What follows belongs to an exercise in optimizing a design on an open flow for small area, a short achievable clock period and few clock cycles; a production flow would make more cautious choices.
Where RTL was checked, it was by simulation tests only, not by an equivalence proof against the original.
Power is estimated from default activity; no workload was simulated.

==> inputs of build 4 <==
Design chip8_cpu, start of the top module:
module chip8_cpu (
    input wire clk,
    input wire reset,
    input wire [7:0] mem_data_in,
    input wire [15:0] key_pressed,
    output wire mem_read,
    output reg [11:0] mem_addr_out,
    output reg [7:0] mem_data_out,
    output reg mem_write
);
    reg        q_hi, q_lo, q_ld;
    reg        t_hi, t_lo, t_ld;
    reg        m_st, m_ld, m_bcd, m_key, m_res;
    reg [3:0]  i;            
    reg [3:0]  mx;           
    reg [11:0] pcs;          
    reg [7:0]  ir_hi, ir_lo;
    reg        ev;           
    reg [11:0] I;
    reg [7:0]  V[0:15];
    reg [11:0] stack[0:15];
    reg [3:0]  sp;
    reg [7:0]  delay_timer, sound_timer;
    reg [20:0] one_hz;       
    reg [15:0] lfsr;
    wire       dcy = t_lo;               
    wire [7:0] din = mem_data_in;
    wire       stream = !(m_st || m_ld || m_bcd || m_key || m_res);
    assign mem_read = !mem_write;        
    wire [7:0] vx = V[ir_hi[3:0]];
    wire [7:0] vy = V[din[7:4]];
    reg  [7:0] opx, opy;
    always @(posedge clk) begin
        opx <= vx;
        opy <= vy;
    end
    reg  [3:0] key_idx;
    integer    k;
    always @(*) begin
        key_idx = 4'd0;
        for (k = 15; k >= 0; k = k - 1)
            if (key_pressed[k]) key_idx = k[3:0];
    end
    wire any_key = |key_pressed;
  ...
==> flow/config.mk <==
export PLATFORM = sky130hd
export DESIGN_NAME = chip8_cpu
export DESIGN_NICKNAME = chip8_cpu
export VERILOG_FILES = /design/flow/design.v
export SDC_FILE = /design/flow/constraint.sdc
export NUM_CORES = 4
export LEC_CHECK = 0
export CAP_MARGIN = 20
export CORE_MARGIN = 2
export CORE_UTILIZATION = 60
export SLEW_MARGIN = 20
==> flow/constraint.sdc <==
create_clock -name core_clock -period 12.0 [get_ports {clk}]
set_input_delay 2.4000 -clock core_clock [delete_from_list [all_inputs] [get_ports {clk}]]
set_output_delay 2.4000 -clock core_clock [all_outputs]
set_load 0.01 [all_outputs]
standard.sh (not shown) runs the stock make flow with config.mk's settings and CLKGATE_MAP_FILE= SYNTH_SCRIPT=/design/flow/synth_recipe.tcl, a recipe that flattens the netlist after the stock synthesis.
==> flow/flow/run.sh <==
#!/bin/bash
set -euo pipefail
export SETUP_SLACK_MARGIN=8
bash standard.sh > standard_make.log 2>&1
==> inputs of build 63, as changes to build 4 <==
--- a/flow/design.v
+++ b/flow/design.v
@@ -26,13 +26,13 @@
     reg [15:0] lfsr;
     wire       dcy = t_lo;               
     wire [7:0] din = mem_data_in;
     wire       stream = !(m_st || m_ld || m_bcd || m_key || m_res);
     assign mem_read = !mem_write;        
     wire [7:0] vx = V[ir_hi[3:0]];
-    wire [7:0] vy = V[din[7:4]];
+    wire [7:0] vy = V[m_st ? i : din[7:4]];
     reg  [7:0] opx, opy;
     always @(posedge clk) begin
         opx <= vx;
         opy <= vy;
     end
     reg  [3:0] key_idx;
@@ -40,12 +40,18 @@
     always @(*) begin
         key_idx = 4'd0;
         for (k = 15; k >= 0; k = k - 1)
             if (key_pressed[k]) key_idx = k[3:0];
     end
     wire any_key = |key_pressed;
+    reg  [3:0] key_idx_r;
+    reg        any_key_r;
+    always @(posedge clk) begin
+        key_idx_r <= key_idx;
+        any_key_r <= any_key;
+    end
     wire [1:0] bcd_h = (vx >= 8'd200) ? 2'd2 : (vx >= 8'd100) ? 2'd1 : 2'd0;
     function [7:0] bcd_to;
         input [7:0] v;
         begin
             case (v)
                 8'd0: bcd_to = {4'd0, 4'd0};
@@ -385,13 +391,13 @@
     reg [3:0]  w_idx;
     reg [7:0]  w_dat;
     always @(*) begin
         if (t_ld) begin
             w_en = 1'b1; w_idx = i - 4'd2; w_dat = din;
         end else if (m_key) begin
-            w_en = any_key; w_idx = mx; w_dat = {4'd0, key_idx};
+            w_en = any_key_r; w_idx = mx; w_dat = {4'd0, key_idx_r};
         end else begin
             w_en = e_we; w_idx = ir_hi[3:0]; w_dat = e_wd;
         end
     end
     integer r;
     always @(posedge clk) begin
@@ -401,29 +407,20 @@
             else if (w_en && w_idx == r[3:0])
                 V[r] <= w_dat;
         if (dcy && dop == 4'h2)
             stack[sp] <= mem_addr_out;
     end
     always @(posedge clk) begin
-        if (t_hi && stream)
-            ir_hi <= din;
-        else if (m_res || (m_key && any_key))
-            ir_hi <= t_hi ? din : ir_lo;
-        else if (dcy && d_st)
-            ir_hi[3:0] <= 4'd1;
-        else if (m_st)
-            ir_hi[3:0] <= ir_hi[3:0] + 4'd1;
-        if (t_hi && !stream)
-            ir_lo <= din;
+        if (t_hi) ir_hi <= din;
         if (dcy) begin
             ir_lo <= din;
             mx <= ir_hi[3:0];
             pcs <= mem_addr_out + 12'd1;
             mem_data_out <= din[6] ? V[0] : {6'd0, bcd_h};    
         end else if (m_st) begin
-            mem_data_out <= vx;
+            mem_data_out <= vy;
         end else if (m_bcd) begin
             mem_data_out <= {4'd0, i[0] ? bcd_t : bcd_o};
         end
         if (dcy)
             i <= 4'd1;
         else if (m_st || m_ld || m_bcd || m_res)
@@ -490,22 +487,22 @@
                 if (m_st || m_ld || m_bcd)
                     mem_addr_out <= mem_addr_out + 12'd1;
                 if (m_st || m_bcd)
                     mem_write <= 1'b1;
                 if (m_ld)
                     q_ld <= 1'b1;
-                if ((m_st && ir_hi[3:0] == mx) || (m_ld && i == mx)) begin
+                if ((m_st || m_ld) && i == mx) begin
                     m_st <= 1'b0;
                     m_ld <= 1'b0;
                     m_res <= 1'b1;
                 end
                 if (m_bcd && i[1]) begin
                     m_bcd <= 1'b0;
                     m_res <= 1'b1;
                 end
-                if (m_res || (m_key && any_key)) begin
+                if (m_res || (m_key && any_key_r)) begin
                     mem_addr_out <= pcs;
                     q_lo <= 1'b1;
                     m_res <= 1'b0;
                     m_key <= 1'b0;
                 end
             end
==> flow/flow/run.sh (replaced) <==
#!/bin/bash
# Standard ORFS layout (the standard.sh: unchanged synthesis and steps), with
# - the port buffers that buffer_ports adds made buf_4 instead of its default
#   (a slow delay buffer), so input and output paths start from a fast buffer.
set -euo pipefail
export SETUP_SLACK_MARGIN=7.5
export BUFFER_PORTS_ARGS="-buffer_cell sky130_fd_sc_hd__buf_4"
bash standard.sh > standard_make.log 2>&1
--- a/flow/config.mk
+++ b/flow/config.mk
@@ -5,7 +5,10 @@
 export SDC_FILE = /design/flow/constraint.sdc
 export NUM_CORES = 4
 export LEC_CHECK = 0
 export CAP_MARGIN = 20
 export CORE_MARGIN = 2
 export CORE_UTILIZATION = 60
+export CTS_BUF_LIST = sky130_fd_sc_hd__clkbuf_8
+export CTS_CLUSTER_DIAMETER = 50
+export CTS_CLUSTER_SIZE = 16
 export SLEW_MARGIN = 20
==> inputs of trial 77, as changes to build 4 <==
--- a/flow/design.v
+++ b/flow/design.v
@@ -26,13 +26,13 @@
     reg [15:0] lfsr;
     wire       dcy = t_lo;               
     wire [7:0] din = mem_data_in;
     wire       stream = !(m_st || m_ld || m_bcd || m_key || m_res);
     assign mem_read = !mem_write;        
     wire [7:0] vx = V[ir_hi[3:0]];
-    wire [7:0] vy = V[din[7:4]];
+    wire [7:0] vy = V[m_st ? i : din[7:4]];
     reg  [7:0] opx, opy;
     always @(posedge clk) begin
         opx <= vx;
         opy <= vy;
     end
     reg  [3:0] key_idx;
@@ -40,12 +40,18 @@
     always @(*) begin
         key_idx = 4'd0;
         for (k = 15; k >= 0; k = k - 1)
             if (key_pressed[k]) key_idx = k[3:0];
     end
     wire any_key = |key_pressed;
+    reg  [3:0] key_idx_r;
+    reg        any_key_r;
+    always @(posedge clk) begin
+        key_idx_r <= key_idx;
+        any_key_r <= any_key;
+    end
     wire [1:0] bcd_h = (vx >= 8'd200) ? 2'd2 : (vx >= 8'd100) ? 2'd1 : 2'd0;
     function [7:0] bcd_to;
         input [7:0] v;
         begin
             case (v)
                 8'd0: bcd_to = {4'd0, 4'd0};
@@ -385,13 +391,13 @@
     reg [3:0]  w_idx;
     reg [7:0]  w_dat;
     always @(*) begin
         if (t_ld) begin
             w_en = 1'b1; w_idx = i - 4'd2; w_dat = din;
         end else if (m_key) begin
-            w_en = any_key; w_idx = mx; w_dat = {4'd0, key_idx};
+            w_en = any_key_r; w_idx = mx; w_dat = {4'd0, key_idx_r};
         end else begin
             w_en = e_we; w_idx = ir_hi[3:0]; w_dat = e_wd;
         end
     end
     integer r;
     always @(posedge clk) begin
@@ -401,29 +407,20 @@
             else if (w_en && w_idx == r[3:0])
                 V[r] <= w_dat;
         if (dcy && dop == 4'h2)
             stack[sp] <= mem_addr_out;
     end
     always @(posedge clk) begin
-        if (t_hi && stream)
-            ir_hi <= din;
-        else if (m_res || (m_key && any_key))
-            ir_hi <= t_hi ? din : ir_lo;
-        else if (dcy && d_st)
-            ir_hi[3:0] <= 4'd1;
-        else if (m_st)
-            ir_hi[3:0] <= ir_hi[3:0] + 4'd1;
-        if (t_hi && !stream)
-            ir_lo <= din;
+        if (t_hi) ir_hi <= din;
         if (dcy) begin
             ir_lo <= din;
             mx <= ir_hi[3:0];
             pcs <= mem_addr_out + 12'd1;
             mem_data_out <= din[6] ? V[0] : {6'd0, bcd_h};    
         end else if (m_st) begin
-            mem_data_out <= vx;
+            mem_data_out <= vy;
         end else if (m_bcd) begin
             mem_data_out <= {4'd0, i[0] ? bcd_t : bcd_o};
         end
         if (dcy)
             i <= 4'd1;
         else if (m_st || m_ld || m_bcd || m_res)
@@ -490,22 +487,22 @@
                 if (m_st || m_ld || m_bcd)
                     mem_addr_out <= mem_addr_out + 12'd1;
                 if (m_st || m_bcd)
                     mem_write <= 1'b1;
                 if (m_ld)
                     q_ld <= 1'b1;
-                if ((m_st && ir_hi[3:0] == mx) || (m_ld && i == mx)) begin
+                if ((m_st || m_ld) && i == mx) begin
                     m_st <= 1'b0;
                     m_ld <= 1'b0;
                     m_res <= 1'b1;
                 end
                 if (m_bcd && i[1]) begin
                     m_bcd <= 1'b0;
                     m_res <= 1'b1;
                 end
-                if (m_res || (m_key && any_key)) begin
+                if (m_res || (m_key && any_key_r)) begin
                     mem_addr_out <= pcs;
                     q_lo <= 1'b1;
                     m_res <= 1'b0;
                     m_key <= 1'b0;
                 end
             end
==> flow/flow/run.sh (replaced) <==
#!/bin/bash
# Standard ORFS layout (the standard.sh: unchanged synthesis and steps), with
# - the port buffers that buffer_ports adds made buf_4 instead of its default
#   (a slow delay buffer), so input and output paths start from a fast buffer.
set -euo pipefail
export SETUP_SLACK_MARGIN=8
export BUFFER_PORTS_ARGS="-buffer_cell sky130_fd_sc_hd__buf_4"
bash standard.sh > standard_make.log 2>&1
==> flow/config.mk (replaced) <==
export PLATFORM = sky130hd
export DESIGN_NAME = chip8_cpu
export DESIGN_NICKNAME = chip8_cpu
export VERILOG_FILES = /design/flow/design.v
export SDC_FILE = /design/flow/constraint.sdc
export NUM_CORES = 4
export LEC_CHECK = 0
export CAP_MARGIN = 20
export CORE_MARGIN = 2
export CORE_UTILIZATION = 70
export CTS_BUF_LIST = sky130_fd_sc_hd__clkbuf_8
export CTS_CLUSTER_DIAMETER = 50
export CTS_CLUSTER_SIZE = 16
export SLEW_MARGIN = 20
==> inputs of trial 71, as changes to build 4 <==
--- a/flow/design.v
+++ b/flow/design.v
@@ -26,13 +26,13 @@
     reg [15:0] lfsr;
     wire       dcy = t_lo;               
     wire [7:0] din = mem_data_in;
     wire       stream = !(m_st || m_ld || m_bcd || m_key || m_res);
     assign mem_read = !mem_write;        
     wire [7:0] vx = V[ir_hi[3:0]];
-    wire [7:0] vy = V[din[7:4]];
+    wire [7:0] vy = V[m_st ? i : din[7:4]];
     reg  [7:0] opx, opy;
     always @(posedge clk) begin
         opx <= vx;
         opy <= vy;
     end
     reg  [3:0] key_idx;
@@ -40,12 +40,18 @@
     always @(*) begin
         key_idx = 4'd0;
         for (k = 15; k >= 0; k = k - 1)
             if (key_pressed[k]) key_idx = k[3:0];
     end
     wire any_key = |key_pressed;
+    reg  [3:0] key_idx_r;
+    reg        any_key_r;
+    always @(posedge clk) begin
+        key_idx_r <= key_idx;
+        any_key_r <= any_key;
+    end
     wire [1:0] bcd_h = (vx >= 8'd200) ? 2'd2 : (vx >= 8'd100) ? 2'd1 : 2'd0;
     function [7:0] bcd_to;
         input [7:0] v;
         begin
             case (v)
                 8'd0: bcd_to = {4'd0, 4'd0};
@@ -385,13 +391,13 @@
     reg [3:0]  w_idx;
     reg [7:0]  w_dat;
     always @(*) begin
         if (t_ld) begin
             w_en = 1'b1; w_idx = i - 4'd2; w_dat = din;
         end else if (m_key) begin
-            w_en = any_key; w_idx = mx; w_dat = {4'd0, key_idx};
+            w_en = any_key_r; w_idx = mx; w_dat = {4'd0, key_idx_r};
         end else begin
             w_en = e_we; w_idx = ir_hi[3:0]; w_dat = e_wd;
         end
     end
     integer r;
     always @(posedge clk) begin
@@ -401,29 +407,20 @@
             else if (w_en && w_idx == r[3:0])
                 V[r] <= w_dat;
         if (dcy && dop == 4'h2)
             stack[sp] <= mem_addr_out;
     end
     always @(posedge clk) begin
-        if (t_hi && stream)
-            ir_hi <= din;
-        else if (m_res || (m_key && any_key))
-            ir_hi <= t_hi ? din : ir_lo;
-        else if (dcy && d_st)
-            ir_hi[3:0] <= 4'd1;
-        else if (m_st)
-            ir_hi[3:0] <= ir_hi[3:0] + 4'd1;
-        if (t_hi && !stream)
-            ir_lo <= din;
+        if (t_hi) ir_hi <= din;
         if (dcy) begin
             ir_lo <= din;
             mx <= ir_hi[3:0];
             pcs <= mem_addr_out + 12'd1;
             mem_data_out <= din[6] ? V[0] : {6'd0, bcd_h};    
         end else if (m_st) begin
-            mem_data_out <= vx;
+            mem_data_out <= vy;
         end else if (m_bcd) begin
             mem_data_out <= {4'd0, i[0] ? bcd_t : bcd_o};
         end
         if (dcy)
             i <= 4'd1;
         else if (m_st || m_ld || m_bcd || m_res)
@@ -490,22 +487,22 @@
                 if (m_st || m_ld || m_bcd)
                     mem_addr_out <= mem_addr_out + 12'd1;
                 if (m_st || m_bcd)
                     mem_write <= 1'b1;
                 if (m_ld)
                     q_ld <= 1'b1;
-                if ((m_st && ir_hi[3:0] == mx) || (m_ld && i == mx)) begin
+                if ((m_st || m_ld) && i == mx) begin
                     m_st <= 1'b0;
                     m_ld <= 1'b0;
                     m_res <= 1'b1;
                 end
                 if (m_bcd && i[1]) begin
                     m_bcd <= 1'b0;
                     m_res <= 1'b1;
                 end
-                if (m_res || (m_key && any_key)) begin
+                if (m_res || (m_key && any_key_r)) begin
                     mem_addr_out <= pcs;
                     q_lo <= 1'b1;
                     m_res <= 1'b0;
                     m_key <= 1'b0;
                 end
             end
==> flow/flow/run.sh (replaced) <==
#!/bin/bash
# Standard ORFS layout (the standard.sh: unchanged synthesis and steps), with
# - the port buffers that buffer_ports adds made buf_4 instead of its default
#   (a slow delay buffer), so input and output paths start from a fast buffer.
set -euo pipefail
export SETUP_SLACK_MARGIN=8
export BUFFER_PORTS_ARGS="-buffer_cell sky130_fd_sc_hd__buf_4"
bash standard.sh > standard_make.log 2>&1
--- a/flow/config.mk
+++ b/flow/config.mk
@@ -5,7 +5,10 @@
 export SDC_FILE = /design/flow/constraint.sdc
 export NUM_CORES = 4
 export LEC_CHECK = 0
 export CAP_MARGIN = 20
 export CORE_MARGIN = 2
 export CORE_UTILIZATION = 60
+export CTS_BUF_LIST = sky130_fd_sc_hd__clkbuf_16
+export CTS_CLUSTER_DIAMETER = 60
+export CTS_CLUSTER_SIZE = 30
 export SLEW_MARGIN = 20
==> metrics.csv <==
metric,value,unit
post_cts resized,42,
dpl cells,2614,
largest net degree at the start of global routing,54,
NonClk Buf Share,0.0500,
sequential area share after synthesis,0.550,
postcts setup bufs,13,
"setup slack, reg-to-reg",7.99,ns
Slew @ Worst Pin,1.16,ns
hold_ws,0.358,ns
DP Worst Slack,7.10,ns
CP Launch Type,input port,
wire length on met1,30.6,mm
WHS Endpoint,t_ld,
run status,"complete, no violations",
starting density of the core,0.607,
Source of the figures above: trial 71

==> metrics.csv <==
metric,value,unit
run status,"complete, no violations",
post_cts resized,220,
cell mode on critical path,buf_6,
wire length on met1,31.0,mm
hold_ws,0.364,ns
Final ANT Viol Nets,0,
dpl cells,2690,
WHS Endpoint,one_hz[2],
CP Launch Type,flip-flop,
starting density of the core,0.606,
CTS tree,built,
"setup slack, reg-to-reg",7.68,ns
postcts setup bufs,75,
largest net degree at the start of global routing,80,
largest power group,combinational cells,
Source of the figures above: build 4

==> metrics.csv <==
metric,value,unit
CP Launch Type,flip-flop,
dpl cells,2531,
hold_ws,0.370,ns
sequential area share after synthesis,0.550,
run status,"complete, no violations",
NonClk Buf Share,0.0418,
wire length on met1,26.4,mm
postcts setup bufs,10,
Source of the figures above: trial 77

==> metrics.csv <==
metric,value,unit
post_cts resized,7,
dpl cells,2618,
CP Launch Type,input port,
Slew @ Worst Pin,1.11,ns
starting density of the core,0.607,
NonClk Buf Share,0.0318,
WHS Endpoint,t_ld,
run status,"complete, no violations",
hold_ws,0.357,ns
Source of the figures above: build 63

Testbench counts of build 63, summed over its fixed seeds: cycles 204,165.
Testbench counts of trial 77, summed over its fixed seeds: cycles 204,165.
Testbench counts of trial 71, summed over its fixed seeds: cycles 204,165.
The RTL of build 4 was laid out without a check of its function.

what the ideal ports hide:
The results above use ideal ports. As a check the final layouts listed here were re-extracted and re-timed, cells and wires unchanged. Step 1: set_driving_cell puts a clkbuf_16 on clk and a buf_2 on each other input, an assumption about the parent block. Step 2 moves the port delays by t, midway between the first and last clock arrival at a register: inputs arrive t later, outputs are due t later. That takes back most of the time a late clock gives input paths. a / b / c = no drivers / after step 1 / after step 2; a / b = the first two.
run | t, ns | setup WS [ns] | hold WS [ns] | worst data-port slew with drivers (ns) | cell pins on the clock port's net
build 4 | 0.651 | 7.679 / 7.679 / 7.201 | 0.364 / 0.364 / 0.364 | 0.04 | 1
build 63 | 0.710 | 7.553 / 7.541 / 6.831 | 0.357 / 0.357 / 0.357 | 0.08 | 1
trial 77 | 0.743 | 7.889 / 7.889 / 7.254 | 0.370 / 0.370 / 0.370 | 0.08 | 1
trial 71 | 0.623 | 7.984 / 7.982 / 7.358 | 0.358 / 0.358 / 0.358 | 0.08 | 1
After both steps setup and hold are still met in every run listed. The setup slack of build 63, which loses most, moves by -0.012 ns with the drivers and by -0.722 ns with both steps.
